This design comes from an exercise in tuning for small area on the open sky130 flow, not from production work. In this exercise RTL edits were held to simulation tests only and were not proved equivalent to the original. Power figures rest on the tool's default switching activity, not on a simulated workload.

==> design/flow/design.v <==
module mac_e (
    input  logic [7:0]  a_in, b_in,
    input  logic        valid_a, valid_b, reset, clk,
    output logic [7:0]  a_out, b_out,
    output logic [31:0] acc_out,
    output logic        valid_a_out, valid_b_out
);
    logic en;
    logic [7:0] ag;
    logic [15:0] s0;        
    logic [15:0] lo;        
    logic c0;               
    logic [2:0] bc;        
    logic [2:0] ci;        
    logic c16;
    logic [31:0] nxt;
    logic pp0_0;
    logic pp0_1;
    logic pp0_2;
    logic pp0_3;
    logic pp0_4;
    logic pp0_5;
    logic pp0_6;
    logic pp0_7;
    logic pp1_0;
    logic pp1_1;
    logic pp1_2;
    logic pp1_3;
    logic pp1_4;
    logic pp1_5;
    logic pp1_6;
    logic pp1_7;
    logic pp2_0;
    logic pp2_1;
    logic pp2_2;
    logic pp2_3;
    logic pp2_4;
    logic pp2_5;
    logic pp2_6;
    logic pp2_7;
    logic pp3_0;
    logic pp3_1;
    logic pp3_2;
    logic pp3_3;
    logic pp3_4;
    logic pp3_5;
    logic pp3_6;
    logic pp3_7;
    logic pp4_0;
    logic pp4_1;
    logic pp4_2;
    logic pp4_3;
    logic pp4_4;
    logic pp4_5;
    logic pp4_6;
    logic pp4_7;
    logic pp5_0;
    logic pp5_1;
    logic pp5_2;
    logic pp5_3;
    logic pp5_4;
    logic pp5_5;
    logic pp5_6;
    logic pp5_7;
    logic pp6_0;
    logic pp6_1;
    logic pp6_2;
    logic pp6_3;
    logic pp6_4;
    logic pp6_5;
    logic pp6_6;
    logic pp6_7;
    logic pp7_0;
    logic pp7_1;
    logic pp7_2;
    logic pp7_3;
    logic pp7_4;
    logic pp7_5;
    logic pp7_6;
    logic pp7_7;
    logic fa1_s;
    logic fa1_c;
    logic fa2_s;
    logic fa2_c;
    logic fa3_s;
    logic fa3_c;
    logic fa4_s;
    logic fa4_c;
    logic fa5_s;
    logic fa5_c;
    logic fa6_s;
    logic fa6_c;
    logic fa7_s;
    logic fa7_c;
    logic fa8_s;
    logic fa8_c;
    logic fa9_s;
    logic fa9_c;
    logic fa10_s;
    logic fa10_c;
    logic fa11_s;
    logic fa11_c;
    logic fa12_s;
    logic fa12_c;
    logic fa13_s;
    logic fa13_c;
    logic fa14_s;
    logic fa14_c;
    logic fa15_s;
    logic fa15_c;
    logic fa16_s;
    logic fa16_c;
    logic fa17_s;
    logic fa17_c;
    logic fa18_s;
    logic fa18_c;
    logic fa19_s;
    logic fa19_c;
    logic fa20_s;
    logic fa20_c;
    logic fa21_s;
    logic fa21_c;
    logic fa22_s;
    logic fa22_c;
    logic fa23_s;
    logic fa23_c;
    logic fa24_s;
    logic fa24_c;
    logic fa25_s;
    logic fa25_c;
    logic fa26_s;
    logic fa26_c;
    logic fa27_s;
    logic fa27_c;
    logic fa28_s;
    logic fa28_c;
    logic fa29_s;
    logic fa29_c;
    logic fa30_s;
    logic fa30_c;
    logic fa31_s;
    logic fa31_c;
    logic fa32_s;
    logic fa32_c;
    logic fa33_s;
    logic fa33_c;
    logic fa34_s;
    logic fa34_c;
    logic fa35_s;
    logic fa35_c;
    logic fa36_s;
    logic fa36_c;
    logic fa37_s;
    logic fa37_c;
    logic fa38_s;
    logic fa38_c;
    logic fa39_s;
    logic fa39_c;
    logic fa40_s;
    logic fa40_c;
    logic fa41_s;
    logic fa41_c;
    logic fa42_s;
    logic fa42_c;
    logic fa43_s;
    logic fa43_c;
    logic fa44_s;
    logic fa44_c;
    logic fa45_s;
    logic fa45_c;
    logic fa46_s;
    logic fa46_c;
    logic fa47_s;
    logic fa47_c;
    logic fa48_s;
    logic fa48_c;
    logic fa49_s;
    logic fa49_c;
    logic fa50_s;
    logic fa50_c;
    logic fa51_s;
    logic fa51_c;
    logic fa52_s;
    logic fa52_c;
    logic fa53_s;
    logic fa53_c;
    logic fa54_s;
    logic fa54_c;
    logic fa55_s;
    logic fa55_c;
    logic fa56_s;
    logic fa56_c;
    logic ha1_s;
    logic ha1_c;
    logic ha2_s;
    logic ha2_c;
    logic ha3_s;
    logic ha3_c;
    logic ha4_s;
    logic ha4_c;
    logic ha5_s;
    logic ha5_c;
    logic ha6_s;
    logic ha6_c;
    logic ha7_s;
    logic ha7_c;
    logic ha8_s;
    logic ha8_c;
    logic ha9_s;
    logic ha9_c;
    logic fa57_s;
    logic fa57_c;
    logic fa58_s;
    logic fa58_c;
    logic ha10_s;
    logic ha10_c;
    logic fa59_s;
    logic fa59_c;
    logic fa60_s;
    logic fa60_c;
    logic fa61_s;
    logic fa61_c;
    logic fa62_s;
    logic fa62_c;
    assign en = valid_a & valid_b;
    assign ag = a_in & {8{en}};
    assign pp0_0 = ag[0] & b_in[0];
    assign pp0_1 = ag[0] & b_in[1];
    assign pp0_2 = ag[0] & b_in[2];
    assign pp0_3 = ag[0] & b_in[3];
    assign pp0_4 = ag[0] & b_in[4];
    assign pp0_5 = ag[0] & b_in[5];
    assign pp0_6 = ag[0] & b_in[6];
    assign pp0_7 = ag[0] & b_in[7];
    assign pp1_0 = ag[1] & b_in[0];
    assign pp1_1 = ag[1] & b_in[1];
    assign pp1_2 = ag[1] & b_in[2];
    assign pp1_3 = ag[1] & b_in[3];
    assign pp1_4 = ag[1] & b_in[4];
    assign pp1_5 = ag[1] & b_in[5];
    assign pp1_6 = ag[1] & b_in[6];
    assign pp1_7 = ag[1] & b_in[7];
    assign pp2_0 = ag[2] & b_in[0];
    assign pp2_1 = ag[2] & b_in[1];
    assign pp2_2 = ag[2] & b_in[2];
    assign pp2_3 = ag[2] & b_in[3];
    assign pp2_4 = ag[2] & b_in[4];
    assign pp2_5 = ag[2] & b_in[5];
    assign pp2_6 = ag[2] & b_in[6];
    assign pp2_7 = ag[2] & b_in[7];
    assign pp3_0 = ag[3] & b_in[0];
    assign pp3_1 = ag[3] & b_in[1];
    assign pp3_2 = ag[3] & b_in[2];
    assign pp3_3 = ag[3] & b_in[3];
    assign pp3_4 = ag[3] & b_in[4];
    assign pp3_5 = ag[3] & b_in[5];
    assign pp3_6 = ag[3] & b_in[6];
    assign pp3_7 = ag[3] & b_in[7];
    assign pp4_0 = ag[4] & b_in[0];
    assign pp4_1 = ag[4] & b_in[1];
    assign pp4_2 = ag[4] & b_in[2];
    assign pp4_3 = ag[4] & b_in[3];
    assign pp4_4 = ag[4] & b_in[4];
    assign pp4_5 = ag[4] & b_in[5];
    assign pp4_6 = ag[4] & b_in[6];
    assign pp4_7 = ag[4] & b_in[7];
    assign pp5_0 = ag[5] & b_in[0];
    assign pp5_1 = ag[5] & b_in[1];
    assign pp5_2 = ag[5] & b_in[2];
    assign pp5_3 = ag[5] & b_in[3];
    assign pp5_4 = ag[5] & b_in[4];
    assign pp5_5 = ag[5] & b_in[5];
    assign pp5_6 = ag[5] & b_in[6];
    assign pp5_7 = ag[5] & b_in[7];
    assign pp6_0 = ag[6] & b_in[0];
    assign pp6_1 = ag[6] & b_in[1];
    assign pp6_2 = ag[6] & b_in[2];
    assign pp6_3 = ag[6] & b_in[3];
    assign pp6_4 = ag[6] & b_in[4];
    assign pp6_5 = ag[6] & b_in[5];
    assign pp6_6 = ag[6] & b_in[6];
    assign pp6_7 = ag[6] & b_in[7];
    assign pp7_0 = ag[7] & b_in[0];
    assign pp7_1 = ag[7] & b_in[1];
    assign pp7_2 = ag[7] & b_in[2];
    assign pp7_3 = ag[7] & b_in[3];
    assign pp7_4 = ag[7] & b_in[4];
    assign pp7_5 = ag[7] & b_in[5];
    assign pp7_6 = ag[7] & b_in[6];
    assign pp7_7 = ag[7] & b_in[7];
    fa_cell u_fa1 (.a(acc_out[1]), .b(pp0_1), .c(pp1_0), .s(fa1_s), .co(fa1_c));
    fa_cell u_fa2 (.a(acc_out[2]), .b(pp0_2), .c(pp1_1), .s(fa2_s), .co(fa2_c));
    fa_cell u_fa3 (.a(pp2_0), .b(fa1_c), .c(fa2_s), .s(fa3_s), .co(fa3_c));
    fa_cell u_fa4 (.a(acc_out[3]), .b(pp0_3), .c(pp1_2), .s(fa4_s), .co(fa4_c));
    fa_cell u_fa5 (.a(pp2_1), .b(pp3_0), .c(fa2_c), .s(fa5_s), .co(fa5_c));
    fa_cell u_fa6 (.a(fa4_s), .b(fa5_s), .c(fa3_c), .s(fa6_s), .co(fa6_c));
    fa_cell u_fa7 (.a(acc_out[4]), .b(pp0_4), .c(pp1_3), .s(fa7_s), .co(fa7_c));
    fa_cell u_fa8 (.a(pp2_2), .b(pp3_1), .c(pp4_0), .s(fa8_s), .co(fa8_c));
    fa_cell u_fa9 (.a(fa4_c), .b(fa7_s), .c(fa8_s), .s(fa9_s), .co(fa9_c));
    fa_cell u_fa10 (.a(fa5_c), .b(fa9_s), .c(fa6_c), .s(fa10_s), .co(fa10_c));
    fa_cell u_fa11 (.a(acc_out[5]), .b(pp0_5), .c(pp1_4), .s(fa11_s), .co(fa11_c));
    fa_cell u_fa12 (.a(pp2_3), .b(pp3_2), .c(pp4_1), .s(fa12_s), .co(fa12_c));
    fa_cell u_fa13 (.a(pp5_0), .b(fa7_c), .c(fa8_c), .s(fa13_s), .co(fa13_c));
    fa_cell u_fa14 (.a(fa11_s), .b(fa12_s), .c(fa9_c), .s(fa14_s), .co(fa14_c));
    fa_cell u_fa15 (.a(fa13_s), .b(fa14_s), .c(fa10_c), .s(fa15_s), .co(fa15_c));
    fa_cell u_fa16 (.a(acc_out[6]), .b(pp0_6), .c(pp1_5), .s(fa16_s), .co(fa16_c));
    fa_cell u_fa17 (.a(pp2_4), .b(pp3_3), .c(pp4_2), .s(fa17_s), .co(fa17_c));
    fa_cell u_fa18 (.a(pp5_1), .b(pp6_0), .c(fa11_c), .s(fa18_s), .co(fa18_c));
    fa_cell u_fa19 (.a(fa12_c), .b(fa16_s), .c(fa17_s), .s(fa19_s), .co(fa19_c));
    fa_cell u_fa20 (.a(fa13_c), .b(fa18_s), .c(fa19_s), .s(fa20_s), .co(fa20_c));
    fa_cell u_fa21 (.a(fa14_c), .b(fa20_s), .c(fa15_c), .s(fa21_s), .co(fa21_c));
    fa_cell u_fa22 (.a(acc_out[7]), .b(pp0_7), .c(pp1_6), .s(fa22_s), .co(fa22_c));
    fa_cell u_fa23 (.a(pp2_5), .b(pp3_4), .c(pp4_3), .s(fa23_s), .co(fa23_c));
    fa_cell u_fa24 (.a(pp5_2), .b(pp6_1), .c(pp7_0), .s(fa24_s), .co(fa24_c));
    fa_cell u_fa25 (.a(fa16_c), .b(fa17_c), .c(fa22_s), .s(fa25_s), .co(fa25_c));
    fa_cell u_fa26 (.a(fa23_s), .b(fa24_s), .c(fa18_c), .s(fa26_s), .co(fa26_c));
    fa_cell u_fa27 (.a(fa19_c), .b(fa25_s), .c(fa26_s), .s(fa27_s), .co(fa27_c));
    fa_cell u_fa28 (.a(fa20_c), .b(fa27_s), .c(fa21_c), .s(fa28_s), .co(fa28_c));
    fa_cell u_fa29 (.a(acc_out[8]), .b(pp1_7), .c(pp2_6), .s(fa29_s), .co(fa29_c));
    fa_cell u_fa30 (.a(pp3_5), .b(pp4_4), .c(pp5_3), .s(fa30_s), .co(fa30_c));
    fa_cell u_fa31 (.a(pp6_2), .b(pp7_1), .c(fa22_c), .s(fa31_s), .co(fa31_c));
    fa_cell u_fa32 (.a(fa23_c), .b(fa24_c), .c(fa29_s), .s(fa32_s), .co(fa32_c));
    fa_cell u_fa33 (.a(fa30_s), .b(fa31_s), .c(fa25_c), .s(fa33_s), .co(fa33_c));
    fa_cell u_fa34 (.a(fa32_s), .b(fa26_c), .c(fa33_s), .s(fa34_s), .co(fa34_c));
    fa_cell u_fa35 (.a(fa27_c), .b(fa34_s), .c(fa28_c), .s(fa35_s), .co(fa35_c));
    fa_cell u_fa36 (.a(acc_out[9]), .b(pp2_7), .c(pp3_6), .s(fa36_s), .co(fa36_c));
    fa_cell u_fa37 (.a(pp4_5), .b(pp5_4), .c(pp6_3), .s(fa37_s), .co(fa37_c));
    fa_cell u_fa38 (.a(pp7_2), .b(fa29_c), .c(fa30_c), .s(fa38_s), .co(fa38_c));
    fa_cell u_fa39 (.a(fa36_s), .b(fa37_s), .c(fa31_c), .s(fa39_s), .co(fa39_c));
    fa_cell u_fa40 (.a(fa32_c), .b(fa38_s), .c(fa39_s), .s(fa40_s), .co(fa40_c));
    fa_cell u_fa41 (.a(fa33_c), .b(fa40_s), .c(fa34_c), .s(fa41_s), .co(fa41_c));
    fa_cell u_fa42 (.a(acc_out[10]), .b(pp3_7), .c(pp4_6), .s(fa42_s), .co(fa42_c));
    fa_cell u_fa43 (.a(pp5_5), .b(pp6_4), .c(pp7_3), .s(fa43_s), .co(fa43_c));
    fa_cell u_fa44 (.a(fa36_c), .b(fa37_c), .c(fa42_s), .s(fa44_s), .co(fa44_c));
    fa_cell u_fa45 (.a(fa43_s), .b(fa38_c), .c(fa44_s), .s(fa45_s), .co(fa45_c));
    fa_cell u_fa46 (.a(fa39_c), .b(fa45_s), .c(fa40_c), .s(fa46_s), .co(fa46_c));
    fa_cell u_fa47 (.a(acc_out[11]), .b(pp4_7), .c(pp5_6), .s(fa47_s), .co(fa47_c));
    fa_cell u_fa48 (.a(pp6_5), .b(pp7_4), .c(fa42_c), .s(fa48_s), .co(fa48_c));
    fa_cell u_fa49 (.a(fa43_c), .b(fa47_s), .c(fa48_s), .s(fa49_s), .co(fa49_c));
    fa_cell u_fa50 (.a(fa44_c), .b(fa49_s), .c(fa45_c), .s(fa50_s), .co(fa50_c));
    fa_cell u_fa51 (.a(acc_out[12]), .b(pp5_7), .c(pp6_6), .s(fa51_s), .co(fa51_c));
    fa_cell u_fa52 (.a(pp7_5), .b(fa47_c), .c(fa51_s), .s(fa52_s), .co(fa52_c));
    fa_cell u_fa53 (.a(fa48_c), .b(fa52_s), .c(fa49_c), .s(fa53_s), .co(fa53_c));
    fa_cell u_fa54 (.a(acc_out[13]), .b(pp6_7), .c(pp7_6), .s(fa54_s), .co(fa54_c));
    fa_cell u_fa55 (.a(fa51_c), .b(fa54_s), .c(fa52_c), .s(fa55_s), .co(fa55_c));
    fa_cell u_fa56 (.a(acc_out[14]), .b(pp7_7), .c(fa54_c), .s(fa56_s), .co(fa56_c));
    ha_cell u_ha1 (.a(acc_out[0]), .b(pp0_0), .s(ha1_s), .co(ha1_c));
    ha_cell u_ha2 (.a(fa1_s), .b(ha1_c), .s(ha2_s), .co(ha2_c));
    ha_cell u_ha3 (.a(fa3_s), .b(ha2_c), .s(ha3_s), .co(ha3_c));
    ha_cell u_ha4 (.a(fa6_s), .b(ha3_c), .s(ha4_s), .co(ha4_c));
    ha_cell u_ha5 (.a(fa10_s), .b(ha4_c), .s(ha5_s), .co(ha5_c));
    ha_cell u_ha6 (.a(fa15_s), .b(ha5_c), .s(ha6_s), .co(ha6_c));
    ha_cell u_ha7 (.a(fa21_s), .b(ha6_c), .s(ha7_s), .co(ha7_c));
    ha_cell u_ha8 (.a(fa28_s), .b(ha7_c), .s(ha8_s), .co(ha8_c));
    ha_cell u_ha9 (.a(fa35_s), .b(ha8_c), .s(ha9_s), .co(ha9_c));
    fa_cell u_fa57 (.a(fa41_s), .b(fa35_c), .c(ha9_c), .s(fa57_s), .co(fa57_c));
    fa_cell u_fa58 (.a(fa46_s), .b(fa41_c), .c(fa57_c), .s(fa58_s), .co(fa58_c));
    ha_cell u_ha10 (.a(fa50_s), .b(fa46_c), .s(ha10_s), .co(ha10_c));
    fa_cell u_fa59 (.a(fa53_s), .b(fa50_c), .c(ha10_c), .s(fa59_s), .co(fa59_c));
    fa_cell u_fa60 (.a(fa55_s), .b(fa53_c), .c(fa59_c), .s(fa60_s), .co(fa60_c));
    fa_cell u_fa61 (.a(fa56_s), .b(fa55_c), .c(fa60_c), .s(fa61_s), .co(fa61_c));
    fa_cell u_fa62 (.a(acc_out[15]), .b(fa56_c), .c(fa61_c), .s(fa62_s), .co(fa62_c));
    assign s0[0] = ha1_s;
    assign s0[1] = ha2_s;
    assign s0[2] = ha3_s;
    assign s0[3] = ha4_s;
    assign s0[4] = ha5_s;
    assign s0[5] = ha6_s;
    assign s0[6] = ha7_s;
    assign s0[7] = ha8_s;
    assign s0[8] = ha9_s;
    assign s0[9] = fa57_s;
    assign s0[10] = fa58_s;
    assign s0[11] = ha10_s;
    assign s0[12] = fa59_s;
    assign s0[13] = fa60_s;
    assign s0[14] = fa61_s;
    assign s0[15] = fa62_s;
    assign c0 = fa62_c;
    assign bc[1] = fa58_c;
    assign ci[0] = 1'b0;
    assign bc[0] = 1'b0;
    assign lo[10:0] = s0[10:0];
    assign ci[1] = bc[1] | (ci[0] & (&s0[10:0]));
    for (genvar k = 11; k < 16; k++) begin : g_b1
        assign lo[k] = s0[k] ^ (ci[1] & ((k == 11) ? 1'b1 : &s0[k-1:11]));
    end
    assign c16 = c0 | (ci[1] & (&s0[15:11]));
    for (genvar k = 16; k < 32; k++) begin : g_hi
        assign nxt[k] = acc_out[k] ^ (c16 & ((k == 16) ? 1'b1 : &acc_out[k-1:16]));
    end
    assign nxt[15:0] = lo;
    always_ff @(posedge clk) begin : valid_reg
        if (~reset) begin
            valid_a_out <= 0;
            valid_b_out <= 0;
        end
        else begin
            valid_a_out <= valid_a;
            valid_b_out <= valid_b;
        end
    end
    always_ff @(posedge clk) begin : accumulator
        if (~reset) begin
            a_out   <= 0;
            b_out   <= 0;
            acc_out <= 0;
        end
        else begin
            if (en) begin
                a_out <= a_in;
                b_out <= b_in;
            end
            acc_out <= nxt;
        end
    end
endmodule
module mac_i (
    input  logic [7:0]  a_in, b_in,
    input  logic        valid_a, valid_b, reset, clk,
    output logic [7:0]  a_out, b_out,
    output logic [31:0] acc_out,
    output logic        valid_a_out, valid_b_out
);
    logic en;
    logic [7:0] ag;
    logic [15:0] s0;        
    logic [15:0] lo;        
    logic c0;               
    logic [1:0] bc;        
    logic [1:0] ci;        
    logic c16;
    logic [31:0] nxt;
    logic pp0_0;
    logic pp0_1;
    logic pp0_2;
    logic pp0_3;
    logic pp0_4;
    logic pp0_5;
    logic pp0_6;
    logic pp0_7;
    logic pp1_0;
    logic pp1_1;
    logic pp1_2;
    logic pp1_3;
    logic pp1_4;
    logic pp1_5;
    logic pp1_6;
    logic pp1_7;
    logic pp2_0;
    logic pp2_1;
    logic pp2_2;
    logic pp2_3;
    logic pp2_4;
    logic pp2_5;
    logic pp2_6;
    logic pp2_7;
    logic pp3_0;
    logic pp3_1;
    logic pp3_2;
    logic pp3_3;
    logic pp3_4;
    logic pp3_5;
    logic pp3_6;
    logic pp3_7;
    logic pp4_0;
    logic pp4_1;
    logic pp4_2;
    logic pp4_3;
    logic pp4_4;
    logic pp4_5;
    logic pp4_6;
    logic pp4_7;
    logic pp5_0;
    logic pp5_1;
    logic pp5_2;
    logic pp5_3;
    logic pp5_4;
    logic pp5_5;
    logic pp5_6;
    logic pp5_7;
    logic pp6_0;
    logic pp6_1;
    logic pp6_2;
    logic pp6_3;
    logic pp6_4;
    logic pp6_5;
    logic pp6_6;
    logic pp6_7;
    logic pp7_0;
    logic pp7_1;
    logic pp7_2;
    logic pp7_3;
    logic pp7_4;
    logic pp7_5;
    logic pp7_6;
    logic pp7_7;
    logic fa1_s;
    logic fa1_c;
    logic fa2_s;
    logic fa2_c;
    logic fa3_s;
    logic fa3_c;
    logic fa4_s;
    logic fa4_c;
    logic fa5_s;
    logic fa5_c;
    logic fa6_s;
    logic fa6_c;
    logic fa7_s;
    logic fa7_c;
    logic fa8_s;
    logic fa8_c;
    logic fa9_s;
    logic fa9_c;
    logic fa10_s;
    logic fa10_c;
    logic fa11_s;
    logic fa11_c;
    logic fa12_s;
    logic fa12_c;
    logic fa13_s;
    logic fa13_c;
    logic fa14_s;
    logic fa14_c;
    logic fa15_s;
    logic fa15_c;
    logic fa16_s;
    logic fa16_c;
    logic fa17_s;
    logic fa17_c;
    logic fa18_s;
    logic fa18_c;
    logic fa19_s;
    logic fa19_c;
    logic fa20_s;
    logic fa20_c;
    logic fa21_s;
    logic fa21_c;
    logic fa22_s;
    logic fa22_c;
    logic fa23_s;
    logic fa23_c;
    logic fa24_s;
    logic fa24_c;
    logic fa25_s;
    logic fa25_c;
    logic fa26_s;
    logic fa26_c;
    logic fa27_s;
    logic fa27_c;
    logic fa28_s;
    logic fa28_c;
    logic fa29_s;
    logic fa29_c;
    logic fa30_s;
    logic fa30_c;
    logic fa31_s;
    logic fa31_c;
    logic fa32_s;
    logic fa32_c;
    logic fa33_s;
    logic fa33_c;
    logic fa34_s;
    logic fa34_c;
    logic fa35_s;
    logic fa35_c;
    logic fa36_s;
    logic fa36_c;
    logic fa37_s;
    logic fa37_c;
    logic fa38_s;
    logic fa38_c;
    logic fa39_s;
    logic fa39_c;
    logic fa40_s;
    logic fa40_c;
    logic fa41_s;
    logic fa41_c;
    logic fa42_s;
    logic fa42_c;
    logic fa43_s;
    logic fa43_c;
    logic fa44_s;
    logic fa44_c;
    logic fa45_s;
    logic fa45_c;
    logic fa46_s;
    logic fa46_c;
    logic fa47_s;
    logic fa47_c;
    logic fa48_s;
    logic fa48_c;
    logic fa49_s;
    logic fa49_c;
    logic fa50_s;
    logic fa50_c;
    logic fa51_s;
    logic fa51_c;
    logic fa52_s;
    logic fa52_c;
    logic fa53_s;
    logic fa53_c;
    logic fa54_s;
    logic fa54_c;
    logic fa55_s;
    logic fa55_c;
    logic fa56_s;
    logic fa56_c;
    logic ha1_s;
    logic ha1_c;
    logic ha2_s;
    logic ha2_c;
    logic ha3_s;
    logic ha3_c;
    logic ha4_s;
    logic ha4_c;
    logic ha5_s;
    logic ha5_c;
    logic ha6_s;
    logic ha6_c;
    logic ha7_s;
    logic ha7_c;
    logic ha8_s;
    logic ha8_c;
    logic ha9_s;
    logic ha9_c;
    logic fa57_s;
    logic fa57_c;
    logic fa58_s;
    logic fa58_c;
    logic fa59_s;
    logic fa59_c;
    logic fa60_s;
    logic fa60_c;
    logic fa61_s;
    logic fa61_c;
    logic fa62_s;
    logic fa62_c;
    logic fa63_s;
    logic fa63_c;
    assign en = valid_a & valid_b;
    assign ag = a_in & {8{en}};
    assign pp0_0 = ag[0] & b_in[0];
    assign pp0_1 = ag[0] & b_in[1];
    assign pp0_2 = ag[0] & b_in[2];
    assign pp0_3 = ag[0] & b_in[3];
    assign pp0_4 = ag[0] & b_in[4];
    assign pp0_5 = ag[0] & b_in[5];
    assign pp0_6 = ag[0] & b_in[6];
    assign pp0_7 = ag[0] & b_in[7];
    assign pp1_0 = ag[1] & b_in[0];
    assign pp1_1 = ag[1] & b_in[1];
    assign pp1_2 = ag[1] & b_in[2];
    assign pp1_3 = ag[1] & b_in[3];
    assign pp1_4 = ag[1] & b_in[4];
    assign pp1_5 = ag[1] & b_in[5];
    assign pp1_6 = ag[1] & b_in[6];
    assign pp1_7 = ag[1] & b_in[7];
    assign pp2_0 = ag[2] & b_in[0];
    assign pp2_1 = ag[2] & b_in[1];
    assign pp2_2 = ag[2] & b_in[2];
    assign pp2_3 = ag[2] & b_in[3];
    assign pp2_4 = ag[2] & b_in[4];
    assign pp2_5 = ag[2] & b_in[5];
    assign pp2_6 = ag[2] & b_in[6];
    assign pp2_7 = ag[2] & b_in[7];
    assign pp3_0 = ag[3] & b_in[0];
    assign pp3_1 = ag[3] & b_in[1];
    assign pp3_2 = ag[3] & b_in[2];
    assign pp3_3 = ag[3] & b_in[3];
    assign pp3_4 = ag[3] & b_in[4];
    assign pp3_5 = ag[3] & b_in[5];
    assign pp3_6 = ag[3] & b_in[6];
    assign pp3_7 = ag[3] & b_in[7];
    assign pp4_0 = ag[4] & b_in[0];
    assign pp4_1 = ag[4] & b_in[1];
    assign pp4_2 = ag[4] & b_in[2];
    assign pp4_3 = ag[4] & b_in[3];
    assign pp4_4 = ag[4] & b_in[4];
    assign pp4_5 = ag[4] & b_in[5];
    assign pp4_6 = ag[4] & b_in[6];
    assign pp4_7 = ag[4] & b_in[7];
    assign pp5_0 = ag[5] & b_in[0];
    assign pp5_1 = ag[5] & b_in[1];
    assign pp5_2 = ag[5] & b_in[2];
    assign pp5_3 = ag[5] & b_in[3];
    assign pp5_4 = ag[5] & b_in[4];
    assign pp5_5 = ag[5] & b_in[5];
    assign pp5_6 = ag[5] & b_in[6];
    assign pp5_7 = ag[5] & b_in[7];
    assign pp6_0 = ag[6] & b_in[0];
    assign pp6_1 = ag[6] & b_in[1];
    assign pp6_2 = ag[6] & b_in[2];
    assign pp6_3 = ag[6] & b_in[3];
    assign pp6_4 = ag[6] & b_in[4];
    assign pp6_5 = ag[6] & b_in[5];
    assign pp6_6 = ag[6] & b_in[6];
    assign pp6_7 = ag[6] & b_in[7];
    assign pp7_0 = ag[7] & b_in[0];
    assign pp7_1 = ag[7] & b_in[1];
    assign pp7_2 = ag[7] & b_in[2];
    assign pp7_3 = ag[7] & b_in[3];
    assign pp7_4 = ag[7] & b_in[4];
    assign pp7_5 = ag[7] & b_in[5];
    assign pp7_6 = ag[7] & b_in[6];
    assign pp7_7 = ag[7] & b_in[7];
    fa_cell u_fa1 (.a(acc_out[1]), .b(pp0_1), .c(pp1_0), .s(fa1_s), .co(fa1_c));
    fa_cell u_fa2 (.a(acc_out[2]), .b(pp0_2), .c(pp1_1), .s(fa2_s), .co(fa2_c));
    fa_cell u_fa3 (.a(pp2_0), .b(fa1_c), .c(fa2_s), .s(fa3_s), .co(fa3_c));
    fa_cell u_fa4 (.a(acc_out[3]), .b(pp0_3), .c(pp1_2), .s(fa4_s), .co(fa4_c));
    fa_cell u_fa5 (.a(pp2_1), .b(pp3_0), .c(fa2_c), .s(fa5_s), .co(fa5_c));
    fa_cell u_fa6 (.a(fa4_s), .b(fa3_c), .c(fa5_s), .s(fa6_s), .co(fa6_c));
    fa_cell u_fa7 (.a(acc_out[4]), .b(pp0_4), .c(pp1_3), .s(fa7_s), .co(fa7_c));
    fa_cell u_fa8 (.a(pp2_2), .b(pp3_1), .c(pp4_0), .s(fa8_s), .co(fa8_c));
    fa_cell u_fa9 (.a(fa4_c), .b(fa7_s), .c(fa8_s), .s(fa9_s), .co(fa9_c));
    fa_cell u_fa10 (.a(fa5_c), .b(fa9_s), .c(fa6_c), .s(fa10_s), .co(fa10_c));
    fa_cell u_fa11 (.a(acc_out[5]), .b(pp0_5), .c(pp1_4), .s(fa11_s), .co(fa11_c));
    fa_cell u_fa12 (.a(pp2_3), .b(pp3_2), .c(pp4_1), .s(fa12_s), .co(fa12_c));
    fa_cell u_fa13 (.a(pp5_0), .b(fa7_c), .c(fa8_c), .s(fa13_s), .co(fa13_c));
    fa_cell u_fa14 (.a(fa11_s), .b(fa12_s), .c(fa13_s), .s(fa14_s), .co(fa14_c));
    fa_cell u_fa15 (.a(fa9_c), .b(fa14_s), .c(fa10_c), .s(fa15_s), .co(fa15_c));
    fa_cell u_fa16 (.a(acc_out[6]), .b(pp0_6), .c(pp1_5), .s(fa16_s), .co(fa16_c));
    fa_cell u_fa17 (.a(pp2_4), .b(pp3_3), .c(pp4_2), .s(fa17_s), .co(fa17_c));
    fa_cell u_fa18 (.a(pp5_1), .b(pp6_0), .c(fa11_c), .s(fa18_s), .co(fa18_c));
    fa_cell u_fa19 (.a(fa12_c), .b(fa16_s), .c(fa17_s), .s(fa19_s), .co(fa19_c));
    fa_cell u_fa20 (.a(fa13_c), .b(fa18_s), .c(fa19_s), .s(fa20_s), .co(fa20_c));
    fa_cell u_fa21 (.a(fa14_c), .b(fa20_s), .c(fa15_c), .s(fa21_s), .co(fa21_c));
    fa_cell u_fa22 (.a(acc_out[7]), .b(pp0_7), .c(pp1_6), .s(fa22_s), .co(fa22_c));
    fa_cell u_fa23 (.a(pp2_5), .b(pp3_4), .c(pp4_3), .s(fa23_s), .co(fa23_c));
    fa_cell u_fa24 (.a(pp5_2), .b(pp6_1), .c(pp7_0), .s(fa24_s), .co(fa24_c));
    fa_cell u_fa25 (.a(fa16_c), .b(fa17_c), .c(fa22_s), .s(fa25_s), .co(fa25_c));
    fa_cell u_fa26 (.a(fa23_s), .b(fa24_s), .c(fa18_c), .s(fa26_s), .co(fa26_c));
    fa_cell u_fa27 (.a(fa19_c), .b(fa25_s), .c(fa26_s), .s(fa27_s), .co(fa27_c));
    fa_cell u_fa28 (.a(fa20_c), .b(fa27_s), .c(fa21_c), .s(fa28_s), .co(fa28_c));
    fa_cell u_fa29 (.a(acc_out[8]), .b(pp1_7), .c(pp2_6), .s(fa29_s), .co(fa29_c));
    fa_cell u_fa30 (.a(pp3_5), .b(pp4_4), .c(pp5_3), .s(fa30_s), .co(fa30_c));
    fa_cell u_fa31 (.a(pp6_2), .b(pp7_1), .c(fa22_c), .s(fa31_s), .co(fa31_c));
    fa_cell u_fa32 (.a(fa23_c), .b(fa24_c), .c(fa29_s), .s(fa32_s), .co(fa32_c));
    fa_cell u_fa33 (.a(fa30_s), .b(fa25_c), .c(fa31_s), .s(fa33_s), .co(fa33_c));
    fa_cell u_fa34 (.a(fa32_s), .b(fa26_c), .c(fa33_s), .s(fa34_s), .co(fa34_c));
    fa_cell u_fa35 (.a(fa27_c), .b(fa34_s), .c(fa28_c), .s(fa35_s), .co(fa35_c));
    fa_cell u_fa36 (.a(acc_out[9]), .b(pp2_7), .c(pp3_6), .s(fa36_s), .co(fa36_c));
    fa_cell u_fa37 (.a(pp4_5), .b(pp5_4), .c(pp6_3), .s(fa37_s), .co(fa37_c));
    fa_cell u_fa38 (.a(pp7_2), .b(fa29_c), .c(fa30_c), .s(fa38_s), .co(fa38_c));
    fa_cell u_fa39 (.a(fa36_s), .b(fa37_s), .c(fa31_c), .s(fa39_s), .co(fa39_c));
    fa_cell u_fa40 (.a(fa32_c), .b(fa38_s), .c(fa39_s), .s(fa40_s), .co(fa40_c));
    fa_cell u_fa41 (.a(fa33_c), .b(fa40_s), .c(fa34_c), .s(fa41_s), .co(fa41_c));
    fa_cell u_fa42 (.a(acc_out[10]), .b(pp3_7), .c(pp4_6), .s(fa42_s), .co(fa42_c));
    fa_cell u_fa43 (.a(pp5_5), .b(pp6_4), .c(pp7_3), .s(fa43_s), .co(fa43_c));
    fa_cell u_fa44 (.a(fa36_c), .b(fa37_c), .c(fa42_s), .s(fa44_s), .co(fa44_c));
    fa_cell u_fa45 (.a(fa43_s), .b(fa38_c), .c(fa44_s), .s(fa45_s), .co(fa45_c));
    fa_cell u_fa46 (.a(fa39_c), .b(fa45_s), .c(fa40_c), .s(fa46_s), .co(fa46_c));
    fa_cell u_fa47 (.a(acc_out[11]), .b(pp4_7), .c(pp5_6), .s(fa47_s), .co(fa47_c));
    fa_cell u_fa48 (.a(pp6_5), .b(pp7_4), .c(fa42_c), .s(fa48_s), .co(fa48_c));
    fa_cell u_fa49 (.a(fa43_c), .b(fa47_s), .c(fa44_c), .s(fa49_s), .co(fa49_c));
    fa_cell u_fa50 (.a(fa48_s), .b(fa45_c), .c(fa49_s), .s(fa50_s), .co(fa50_c));
    fa_cell u_fa51 (.a(acc_out[12]), .b(pp5_7), .c(pp6_6), .s(fa51_s), .co(fa51_c));
    fa_cell u_fa52 (.a(pp7_5), .b(fa47_c), .c(fa51_s), .s(fa52_s), .co(fa52_c));
    fa_cell u_fa53 (.a(fa48_c), .b(fa52_s), .c(fa49_c), .s(fa53_s), .co(fa53_c));
    fa_cell u_fa54 (.a(acc_out[13]), .b(pp6_7), .c(pp7_6), .s(fa54_s), .co(fa54_c));
    fa_cell u_fa55 (.a(fa51_c), .b(fa54_s), .c(fa52_c), .s(fa55_s), .co(fa55_c));
    fa_cell u_fa56 (.a(acc_out[14]), .b(pp7_7), .c(fa54_c), .s(fa56_s), .co(fa56_c));
    ha_cell u_ha1 (.a(acc_out[0]), .b(pp0_0), .s(ha1_s), .co(ha1_c));
    ha_cell u_ha2 (.a(fa1_s), .b(ha1_c), .s(ha2_s), .co(ha2_c));
    ha_cell u_ha3 (.a(fa3_s), .b(ha2_c), .s(ha3_s), .co(ha3_c));
    ha_cell u_ha4 (.a(fa6_s), .b(ha3_c), .s(ha4_s), .co(ha4_c));
    ha_cell u_ha5 (.a(fa10_s), .b(ha4_c), .s(ha5_s), .co(ha5_c));
    ha_cell u_ha6 (.a(fa15_s), .b(ha5_c), .s(ha6_s), .co(ha6_c));
    ha_cell u_ha7 (.a(fa21_s), .b(ha6_c), .s(ha7_s), .co(ha7_c));
    ha_cell u_ha8 (.a(fa28_s), .b(ha7_c), .s(ha8_s), .co(ha8_c));
    ha_cell u_ha9 (.a(fa35_s), .b(ha8_c), .s(ha9_s), .co(ha9_c));
    fa_cell u_fa57 (.a(fa41_s), .b(fa35_c), .c(ha9_c), .s(fa57_s), .co(fa57_c));
    fa_cell u_fa58 (.a(fa46_s), .b(fa41_c), .c(fa57_c), .s(fa58_s), .co(fa58_c));
    fa_cell u_fa59 (.a(fa50_s), .b(fa46_c), .c(fa58_c), .s(fa59_s), .co(fa59_c));
    fa_cell u_fa60 (.a(fa53_s), .b(fa50_c), .c(fa59_c), .s(fa60_s), .co(fa60_c));
    fa_cell u_fa61 (.a(fa55_s), .b(fa53_c), .c(fa60_c), .s(fa61_s), .co(fa61_c));
    fa_cell u_fa62 (.a(fa56_s), .b(fa55_c), .c(fa61_c), .s(fa62_s), .co(fa62_c));
    fa_cell u_fa63 (.a(acc_out[15]), .b(fa56_c), .c(fa62_c), .s(fa63_s), .co(fa63_c));
    assign s0[0] = ha1_s;
    assign s0[1] = ha2_s;
    assign s0[2] = ha3_s;
    assign s0[3] = ha4_s;
    assign s0[4] = ha5_s;
    assign s0[5] = ha6_s;
    assign s0[6] = ha7_s;
    assign s0[7] = ha8_s;
    assign s0[8] = ha9_s;
    assign s0[9] = fa57_s;
    assign s0[10] = fa58_s;
    assign s0[11] = fa59_s;
    assign s0[12] = fa60_s;
    assign s0[13] = fa61_s;
    assign s0[14] = fa62_s;
    assign s0[15] = fa63_s;
    assign c0 = fa63_c;
    assign ci[0] = 1'b0;
    assign bc[0] = 1'b0;
    assign lo[15:0] = s0[15:0];
    assign c16 = c0;
    for (genvar k = 16; k < 32; k++) begin : g_hi
        assign nxt[k] = acc_out[k] ^ (c16 & ((k == 16) ? 1'b1 : &acc_out[k-1:16]));
    end
    assign nxt[15:0] = lo;
    always_ff @(posedge clk) begin : valid_reg
        if (~reset) begin
            valid_a_out <= 0;
            valid_b_out <= 0;
        end
        else begin
            valid_a_out <= valid_a;
            valid_b_out <= valid_b;
        end
    end
    always_ff @(posedge clk) begin : accumulator
        if (~reset) begin
            a_out   <= 0;
            b_out   <= 0;
            acc_out <= 0;
        end
        else begin
            if (en) begin
                a_out <= a_in;
                b_out <= b_in;
            end
            acc_out <= nxt;
        end
    end
endmodule
module fa_cell (input logic a, b, c, output logic s, co);
    assign s  = a ^ b ^ c;
    assign co = (a & b) | (a & c) | (b & c);
endmodule
module ha_cell (input logic a, b, output logic s, co);
    assign s  = a ^ b;
    assign co = a & b;
endmodule
module systolic #(parameter SIZE = 4) (
    input  logic                     clk, reset,
    input  logic [SIZE*8-1:0]        a_in,
    input  logic [SIZE*8-1:0]        b_in,
    input  logic [SIZE-1:0]          valid_a,
    input  logic [SIZE-1:0]          valid_b,
    output logic [SIZE*SIZE*32-1:0]  out
    );
    logic [7:0] a_bus [SIZE][SIZE+1];
    logic       valid_a_bus [SIZE][SIZE+1];
    logic [7:0] b_bus [SIZE+1][SIZE];
    logic       valid_b_bus [SIZE+1][SIZE];
    genvar i, j;
    generate
        for (i = 0; i < SIZE; i = i + 1) begin : g_edge
            assign a_bus[i][0]       = a_in[8*i +: 8];
            assign valid_a_bus[i][0] = valid_a[i];
            assign b_bus[0][i]       = b_in[8*i +: 8];
            assign valid_b_bus[0][i] = valid_b[i];
        end
        for (i = 0; i < SIZE; i = i + 1) begin : g_systolic_row
            for (j = 0; j < SIZE; j = j + 1) begin : g_systolic_col
                if (i == 0 || j == 0) begin : g_cell
                    mac_e u_mac (
                        .clk(clk),
                        .reset(reset),
                        .a_in(a_bus[i][j]),
                        .valid_a(valid_a_bus[i][j]),
                        .b_in(b_bus[i][j]),
                        .valid_b(valid_b_bus[i][j]),
                        .a_out(a_bus[i][j+1]),
                        .valid_a_out(valid_a_bus[i][j+1]),
                        .b_out(b_bus[i+1][j]),
                        .valid_b_out(valid_b_bus[i+1][j]),
                        .acc_out(out[32*(i*SIZE+j) +: 32])
                    );
                end else begin : g_cell
                    mac_i u_mac (
                        .clk(clk),
                        .reset(reset),
                        .a_in(a_bus[i][j]),
                        .valid_a(valid_a_bus[i][j]),
                        .b_in(b_bus[i][j]),
                        .valid_b(valid_b_bus[i][j]),
                        .a_out(a_bus[i][j+1]),
                        .valid_a_out(valid_a_bus[i][j+1]),
                        .b_out(b_bus[i+1][j]),
                        .valid_b_out(valid_b_bus[i+1][j]),
                        .acc_out(out[32*(i*SIZE+j) +: 32])
                    );
                end
            end
        end
    endgenerate
endmodule
==> design/flow/flow/run.sh <==
#!/bin/bash
# Standard layout (the standard.sh), with two changes:
# - the port buffers are the smallest buffer cell (buf_1);
# - clock tree synthesis builds larger sink clusters and inserts no dummy loads.
set -e
export BUFFER_PORTS_ARGS="-buffer_cell sky130_fd_sc_hd__buf_1"
export CTS_ARGS="-sink_clustering_enable -repair_clock_nets -dont_use_dummy_load -buf_list {sky130_fd_sc_hd__clkbuf_4 sky130_fd_sc_hd__clkbuf_8} -sink_clustering_size 14 -sink_clustering_max_diameter 80"
bash standard.sh > standard.log 2>&1
==> design/flow/standard.sh <==
#!/bin/bash
# synth_recipe.tcl (not shown) runs the flow's synth.tcl, then flattens the netlist and writes it again
# the make line also repeats each setting of config.mk as NAME=value (left out here)
make -C /OpenROAD-flow-scripts/flow DESIGN_CONFIG=/design/flow/config.mk WORK_HOME=/design/flow/orfs CLKGATE_MAP_FILE= SYNTH_SCRIPT=/design/flow/synth_recipe.tcl "${@:-finish}"
==> design/flow/config.mk <==
export PLATFORM = sky130hd
export DESIGN_NAME = systolic
export DESIGN_NICKNAME = systolic
export VERILOG_FILES = /design/flow/design.v
export SDC_FILE = /design/flow/constraint.sdc
export NUM_CORES = 4
export LEC_CHECK = 0
export ABC_AREA = 1
export CAP_MARGIN = 20
export CORE_MARGIN = 2
export CORE_UTILIZATION = 70
export SLEW_MARGIN = 20
export SYNTH_HIERARCHICAL = 1
export SYNTH_MINIMUM_KEEP_SIZE = 0
==> design/flow/constraint.sdc <==
create_clock -name core_clock -period 8.0 [get_ports {clk}]
set_input_delay 1.6000 -clock core_clock [delete_from_list [all_inputs] [get_ports {clk}]]
set_output_delay 1.6000 -clock core_clock [all_outputs]
set_load 0.01 [all_outputs]
==> impl_metrics.yaml, run 1 <==
power_and_ir_drop:
  p_total_w: 0.00619
  p_leak_nw: 29.0
  peakVddDrop_mv: 0.242
  power_density_nw_per_um2: 106
global_routing:
  grt_pass1_wl_mm: 213
  grt_remaining_overflow: 0
  grt_usage_pct: 33.8
  grt_start_max_net_pins: 140
  antenna_found_initial: 5
  grt_pass1_vias: 42100
setup_path:
  critPathLaunchType: "flip-flop"
  cp_max_fo: 9
  max_stage_delay_ns: 0.46
  crit_buf_inv: 1
  critPathTopFamily: "adder cells"
  r2r_cells: 25
  end_kind: "flip-flop"
  crit_required_ns: 8.65
  cp.arrival_ns: 8.39
  worstSetupPathType: "flip-flop to flip-flop"
  path_common_cell: "fa_1"
  cp_slowest_cell: "fa_1"
  rrSetupSlack_ns: 0.27
floorplanning:
  rows: 101
  die_area_um2: 79100
  dieHeight_um: 281
  coreArea_um2: 76100
  io_pins: 586
  start_util_pct: 70.7
  die_w_um: 281
synth:
  ys.warnings.count: 17
  synth_cells: 5735
  syn_area_um2: 53800
  syn_area_per_cell_um2: 9.38
  syn-num-nets: 6984
place:
  port_buffers: 585
  hpwl_mm: 103
  gp_congestion: 0.923
  dpl.cell_count: 7328
clock_tree:
  clkLatencyLatePin_ns: 0.72
  htreeDepth: 2
  cts_resized: 0
  clock_sinks: 728
  cts_max_path_buffers: 3
  cts_tree: "done"
  cts_buffers: 59
  cts.root.buffer_cell: "clkbuf_8"
  path_clk_slew_ns: 0.10
  postCtsSetupRepairBufs: 0
  ctsHoldBuffers: 0
timing:
  fmax_ghz: 0.129
  period_minus_slack_ns: 7.73
  fin_crit_sh_pct: 96.7
  finalSetupViolCount: 0
  hold_viol_final: 0
  finClkSkew_ns: 0.0363
  max_slew_margin_pct: 55.2
  tightestPinTransition_ns: 0.672
  slew_viol_final: 0
  timing.hold.ws_ns: 0.463
worst_hold_path:
  hold-path-cell-count: 2
  hold_path_class: "flip-flop to flip-flop"
final_layout:
  drive_above_1_share_pct: 7.87
  syn_to_final_growth_pct: 8.32
  final_nets: 7608
  n_fill_cell: 5665
  final_util_pct: 76.6
  stdcell_count: 7392
run:
  maxCapViolCount: 0
drt:
  firstDrtPassIters: 5
  wire_per_inst_um: 17.5
  route.detailed.drc: 0
  drt_iter0_drc: 2571
  vias_per_cell: 5.49
  routed_wl_mm: 130
  postRouteAntennaNets: 0
  vias: 40600
outcome:
  outcome: "finished clean"
## through the flow
stage          setup slack (ns)  instance area, um^2  TNS [ns]
3_5_place_dp             0.0215                57300         0
3_3_place_gp              0.211                57300         0
4_1_cts                  0.0134                58100         0
2_1_floorplan             0.394                53800         0
6_report                  0.268                58300         0
5_1_grt                -0.00700                58300  -0.00700
## final cells by class
type / instances / area, um^2 / area share [%]
repair buffers: 685 / 3000 / 5.15
well taps: 1030 / 1290 / 2.21
inverters: 641 / 2420 / 4.15
multi-input cells: 4244 / 36200 / 62.1
flip-flops and latches: 728 / 14600 / 25.0
diodes: 5 / 12.5 / 0.0215
clock buffers: 59 / 812 / 1.39
## tightest hold or removal path, stage by stage (launching register included)
cell,delay (ns)
dfxtp_2,0.35
nand2_1,0.05
inv_1,0.04
## per-layer routing
metal / GRT usage, % / wire length, um
met5: 0 / 25
met4: 12.6 / 5100
met3: 7.91 / 11100
met2: 55.3 / 62300
met1: 44.3 / 51100
## layout by cell type, fill, tap and decap left out, types with 128 or more instances in the layout
master,n
o21ai_0,155
nand2_1,804
nor2_1,1284
buf_1,584
inv_1,481
nand2_2,128
ha_1,174
a21oi_1,385
fa_1,990
dfxtp_1,722
## flip-flops by register name, summed over array words and instances (netlist names)
register                                                count
g_systolic_row.g_systolic_col.g_cell.u_mac.valid_b_out     12
g_systolic_row.g_systolic_col.g_cell.u_mac.b_out           96
g_systolic_row.g_systolic_col.g_cell.u_mac.acc_out        512
g_systolic_row.g_systolic_col.g_cell.u_mac.valid_a_out     12
g_systolic_row.g_systolic_col.g_cell.u_mac.a_out           96
## worst max-delay path by stage
stage	end	slack (ns)	cells past startpoint
after floorplan	flip-flop	0.39	27
after global placement	flip-flop	0.21	26
after detailed placement	flip-flop	0.02	26
after CTS	flip-flop	0.01	27
after global routing	flip-flop	-0.007	27
final	flip-flop	0.27	25
## power breakdown
group          switching [W]  leakage, nW  total (W)  internal [W]
combinational       0.000385         22.7   0.000589      0.000204
sequential         0.0000479         5.88    0.00373       0.00368
clock                0.00122        0.424    0.00188      0.000655
==> inputs of run 2 (changes only) <==
--- a/design/flow/config.mk
+++ b/design/flow/config.mk
@@ -10,3 +10,3 @@
 export CORE_MARGIN = 2
-export CORE_UTILIZATION = 70
+export CORE_UTILIZATION = 60
 export SLEW_MARGIN = 20
==> impl_metrics.yaml, run 2 <==
outcome:
  outcome: "finished clean"
drt:
  routed_wl_mm: 133
  vias_per_cell: 5.28
  postRouteAntennaNets: 0
  route.detailed.drc: 0
  firstDrtPassIters: 5
  vias: 39800
  wire_per_inst_um: 17.7
  drt_iter0_drc: 2814
synth:
  syn_area_um2: 53800
  syn-num-nets: 6984
  syn_area_per_cell_um2: 9.38
  synth_cells: 5735
  ys.warnings.count: 17
clock_tree:
  ctsHoldBuffers: 0
  path_clk_slew_ns: 0.10
  htreeDepth: 2
  cts.root.buffer_cell: "clkbuf_8"
  postCtsSetupRepairBufs: 0
  cts_buffers: 61
  clock_sinks: 728
  clkLatencyLatePin_ns: 0.77
  cts_tree: "done"
  cts_max_path_buffers: 3
  cts_resized: 0
worst_hold_path:
  hold_path_class: "flip-flop to flip-flop"
  hold-path-cell-count: 2
timing:
  max_slew_margin_pct: 40.3
  setup_slack_ns: 0.299
  hold_viol_final: 0
  rsz0062_at_grt: "yes"
  finalSetupViolCount: 0
  fin_crit_sh_pct: 96.3
  tightestPinTransition_ns: 0.896
  fmax_ghz: 0.130
  slew_viol_final: 0
  timing.hold.ws_ns: 0.448
  period_minus_slack_ns: 7.70
  finClkSkew_ns: 0.0655
setup_path:
  end_kind: "flip-flop"
  crit_required_ns: 8.66
  rrSetupSlack_ns: 0.30
  cp_max_fo: 9
  cp.arrival_ns: 8.36
  critPathLaunchType: "flip-flop"
  r2r_cells: 27
  worstSetupPathType: "flip-flop to flip-flop"
run:
  maxCapViolCount: 0
floorplanning:
  coreArea_um2: 88600
  rows: 109
  dieHeight_um: 303
  die_w_um: 303
  io_pins: 586
  die_area_um2: 92100
  start_util_pct: 60.7
global_routing:
  antenna_found_initial: 5
  grt_usage_pct: 29.7
  grt_remaining_overflow: 0
  grt_pass1_vias: 41000
  grt_start_max_net_pins: 165
  grt_pass1_wl_mm: 216
place:
  gp_congestion: 0.895
  hpwl_mm: 105
  post-place-ws_ns: 0.0500
  placed_cell_area_um2: 57500
  port_buffers: 585
final_layout:
  final_cell_area_um2: 58500
  final_nets: 7615
  syn_to_final_growth_pct: 8.69
  regMostFlops: "g_systolic_row.g_systolic_col.g_cell.u_mac.acc_out"
  final_cell_mix: "nor2_1 (1,280), fa_1 (989), nand2_1 (804)"
  largest_reg_flops: 512
  layout.cells.most_common: "nor2_1"
  reg_top3: "g_systolic_row.g_systolic_col.g_cell.u_mac.acc_out (512), g_systolic_row.g_systolic_col.g_cell.u_mac.a_out (96), g_systolic_row.g_systolic_col.g_cell.u_mac.b_out (96)"
  drive_above_1_share_pct: 7.97
  final_util_pct: 66.0
power_and_ir_drop:
  peakVddDrop_mv: 0.117
  p_total_w: 0.00624
  power_density_nw_per_um2: 107
  p_leak_nw: 28.9
run 2: through the flow:
stage / setup TNS (ns) / std cells
2_1_floorplan: 0 / 5735
3_3_place_gp: 0 / 7468
3_5_place_dp: 0 / 7468
4_1_cts: 0 / 7529
5_1_grt: -0.0308 / 7531
6_report: 0 / 7532
run 2: layout make-up:
cell class | count | area [um^2]
inverter | 641 | 2410
tap | 1165 | 1460
sequential | 728 | 14600
clock buffer | 61 | 840
fill | 7605 | 30200
multi-input combinational | 4244 | 36200
timing repair buffer | 690 | 3040
antenna | 3 | 7.51
run 2: report_power, final:
| part | leakage (nW) | switching, W | internal (W) | total, W |
|---|---|---|---|---|
| combinational | 22.6 | 0.000386 | 0.000207 | 0.000593 |
| clock | 0.439 | 0.00125 | 0.000675 | 0.00192 |
| sequential | 5.88 | 0.0000498 | 0.00368 | 0.00373 |
run 2: critical path, cell delays in order (launching register included):
cell,delay [ns]
dfxtp_2,0.36
nand2_4,0.09
inv_2,0.10
nand2_2,0.13
nor2_2,0.14
fa_1,0.44
fa_1,0.40
fa_1,0.42
fa_1,0.41
fa_1,0.41
fa_1,0.40
fa_1,0.40
fa_1,0.44
ha_1,0.22
fa_1,0.38
fa_1,0.39
fa_1,0.38
fa_1,0.38
fa_1,0.38
fa_1,0.40
fa_2,0.38
inv_1,0.10
nor2_4,0.06
nand2_4,0.09
nor2_8,0.05
nand2_2,0.06
nand2_1,0.04
a21oi_1,0.14
run 2: worst max-delay path by stage:
stage | end | slack [ns]
final | flip-flop | 0.30
after CTS | flip-flop | 0.06
after detailed placement | flip-flop | 0.05
after global placement | flip-flop | 0.21
after global routing | flip-flop | -0.02
after floorplan | flip-flop | 0.39
run 2: routing by layer:
metal | part of all wire [%] | vias to the layer above | GRT usage [%]
li1 | - | 18700 | -
met4 | 2.6 | 4 | 7.90
met1 | 42 | 19800 | 39.5
met3 | 7.4 | 194 | 7.20
met2 | 48 | 1001 | 48.9
met5 | 0.018 | - | 0
==> inputs of run 3 (changes only) <==
==> design/flow/flow/run.sh (replaced) <==
#!/bin/bash
# Standard layout (the standard.sh), with two changes:
# - the port buffers are the smallest buffer cell (buf_1);
# - clock tree synthesis builds larger sink clusters and inserts no dummy loads.
set -e
export BUFFER_PORTS_ARGS="-buffer_cell sky130_fd_sc_hd__buf_1"
export CTS_ARGS="-sink_clustering_enable -repair_clock_nets -dont_use_dummy_load -buf_list {sky130_fd_sc_hd__clkbuf_4 sky130_fd_sc_hd__clkbuf_8 sky130_fd_sc_hd__clkbuf_16} -sink_clustering_size 18 -sink_clustering_max_diameter 90"
bash standard.sh > standard.log 2>&1
==> impl_metrics.yaml, run 3 <==
global_routing:
  grt_pass1_wl_mm: 217
  grt_use_met1_pct: 39.6
  use_met3_pct: 6.97
  grt_usage_pct: 29.7
  use_met2_pct: 49.0
  grt_remaining_overflow: 0
  grt.busiest_layer: "met2"
  grt_start_max_net_pins: 165
  antenna_found_initial: 4
  grt_pass1_vias: 41100
power_and_ir_drop:
  clkPwrFrac_pct: 35.2
  power_frac_seq_pct: 55.9
  p_int_w: 0.00494
  swShare_pct: 25.8
  p_total_w: 0.00667
  peakVddDrop_mv: 0.149
  p_leak_nw: 29.1
  p_comb_share_pct: 8.9
  power_density_nw_per_um2: 113
  p_switching_w: 0.00172
drt:
  wire_per_inst_um: 17.7
  vias_per_cell: 5.29
  route.detailed.drc: 0
  drt_iter0_drc: 2794
  vias: 39800
  routed_wl_mm: 133
  postRouteAntennaNets: 0
  firstDrtPassIters: 5
floorplanning:
  io_pins: 586
  die_w_um: 303
  coreArea_um2: 88600
  die_area_um2: 92100
  start_util_pct: 60.7
  dieHeight_um: 303
  rows: 109
place:
  port_buffers: 585
  hpwl_mm: 105
  gp_congestion: 0.895
  placed_cell_area_um2: 57500
setup_path:
  cp.arrival_ns: 8.27
  cp_max_fo: 22
  max_stage_delay_ns: 0.47
  path_common_cell: "fa_1"
  worstSetupPathType: "flip-flop to flip-flop"
  cp_slowest_cell: "fa_1"
  rrSetupSlack_ns: 0.31
  critPathLaunchType: "flip-flop"
  end_kind: "flip-flop"
  crit_required_ns: 8.58
final_layout:
  reg_top3: "g_systolic_row.g_systolic_col.g_cell.u_mac.acc_out (512), g_systolic_row.g_systolic_col.g_cell.u_mac.a_out (96), g_systolic_row.g_systolic_col.g_cell.u_mac.b_out (96)"
  largest_reg_flops: 512
  final_cell_area_um2: 58900
  final_cell_mix: "nor2_1 (1,281), fa_1 (989), nand2_1 (804)"
  layout.cells.most_common: "nor2_1"
  drive_above_1_share_pct: 7.75
  syn_to_final_growth_pct: 9.37
  regMostFlops: "g_systolic_row.g_systolic_col.g_cell.u_mac.acc_out"
  final_util_pct: 66.4
  final_nets: 7602
timing:
  fin_crit_sh_pct: 96.2
  slew_viol_final: 0
  fmax_ghz: 0.130
  finClkSkew_ns: 0.0356
  hold_viol_final: 0
  period_minus_slack_ns: 7.69
  tightestPinTransition_ns: 0.855
  max_slew_margin_pct: 43.0
  finalSetupTns_ns: 0
  finalSetupViolCount: 0
clock_tree:
  cts_resized: 0
  path_clk_slew_ns: 0.08
  ctsHoldBuffers: 0
  cts_buffers: 48
  clkLatencyLatePin_ns: 0.65
  cts.root.buffer_cell: "clkbuf_16"
  cts_max_path_buffers: 3
  cts_tree: "done"
  htreeDepth: 2
  clock_sinks: 728
  postCtsSetupRepairBufs: 0
synth:
  ys.warnings.count: 17
  syn_area_um2: 53800
  synth_cells: 5735
  syn-num-nets: 6984
  syn_area_per_cell_um2: 9.38
run:
  maxCapViolCount: 0
outcome:
  outcome: "finished clean"
worst_hold_path:
  hold_path_class: "flip-flop to flip-flop"
[run 3: changes by cell type in the layout (fill, tap and decap cells not counted)]
cell       before   now
clkbuf_16       0    48
nand2_2       133   131
nand2_4        23    25
nor2_2         49    48
nor2_1       1280  1281
clkbuf_8       61     0
dfxtp_1       726   727
dfxtp_2         2     1
[run 3: per-stage QoR]
step	instances	worst slack, ns	hold slack (ns)
3_3_place_gp	7468	0.213	0.442
2_1_floorplan	5735	0.394	0.419
4_1_cts	7516	0.0987	0.448
5_1_grt	7517	-0.0146	0.481
3_5_place_dp	7468	0.0500	0.436
6_report	7519	0.307	0.448
[run 3: worst paths after layout]
| check | end | cells after the start |
|---|---|---|
| max | flip-flop | 27 |
| min | flip-flop | 2 |
| max reg2reg | flip-flop | 27 |
| min reg2reg | flip-flop | 2 |
[run 3: power groups by stage]
stage | combinational (W) | sequential (W) | clock (W)
2_1_floorplan | 0.000390 | 0.00381 | 0
4_1_cts | 0.000599 | 0.00373 | 0.00243
3_5_place_dp | 0.000593 | 0.00381 | 0
6_report | 0.000593 | 0.00373 | 0.00235
5_1_grt | 0.000671 | 0.00373 | 0.00253
3_3_place_gp | 0.000588 | 0.00381 | 0
[run 3: layer usage]
metal / wire length, um / part of all wire, % / vias up
met2: 64500 / 48 / 1026
met4: 3690 / 2.8 / 2
met1: 55500 / 42 / 19800
met3: 9630 / 7.2 / 173
met5: 13 / 0.0098 / -
li1: - / - / 18700
[run 3: layout make-up]
type,count,area (um^2)
Tap cell,1165,1460
Sequential cell,728,14600
Clock buffer,48,1200
Antenna cell,3,7.51
Fill cell,7567,29800
Inverter,641,2410
Timing Repair Buffer,690,3040
Multi-Input combinational cell,4244,36200
[run 3: critical path, delay by kind of cell (launching register included)]
kind	cells	cell delay [ns]
fa+ha+maj	15	5.89
simple gates	8	0.75
buf+inv	3	0.44
compound gates	1	0.14
flops	1	0.38

[static timing again, ports no longer ideal]
The flow's constraints put no driver on any port. The routed layouts listed below were extracted and timed again, unchanged, in two steps. Step 1: set_driving_cell puts a clkbuf_16 on clk and a buf_2 on each other input, an assumption about the parent block. Step 2 also shifts input and output timing later by t, the mid clock arrival at the registers, as if the neighbouring blocks saw the same clock. Three values: ideal, step 1, step 2; two values: the first two.
run	t (ns)	slack for setup (ns)	hold slack, ns	worst setup path after step 2	latest minus earliest clock arrival (ns)
run 1	0.770	0.268 / 0.268 / 0.234	0.463 / 0.463 / 0.463	input to register	0.041 / 0.041
run 2	0.806	0.299 / 0.299 / 0.151	0.448 / 0.448 / 0.448	input to register	0.066 / 0.065
run 3	0.705	0.307 / 0.307 / 0.206	0.448 / 0.448 / 0.448	input to register	0.043 / 0.043
After both steps setup and hold are still met in every run listed. The setup slack of run 2, which loses most, moves by 0.000 ns with the drivers and by -0.148 ns with both steps.
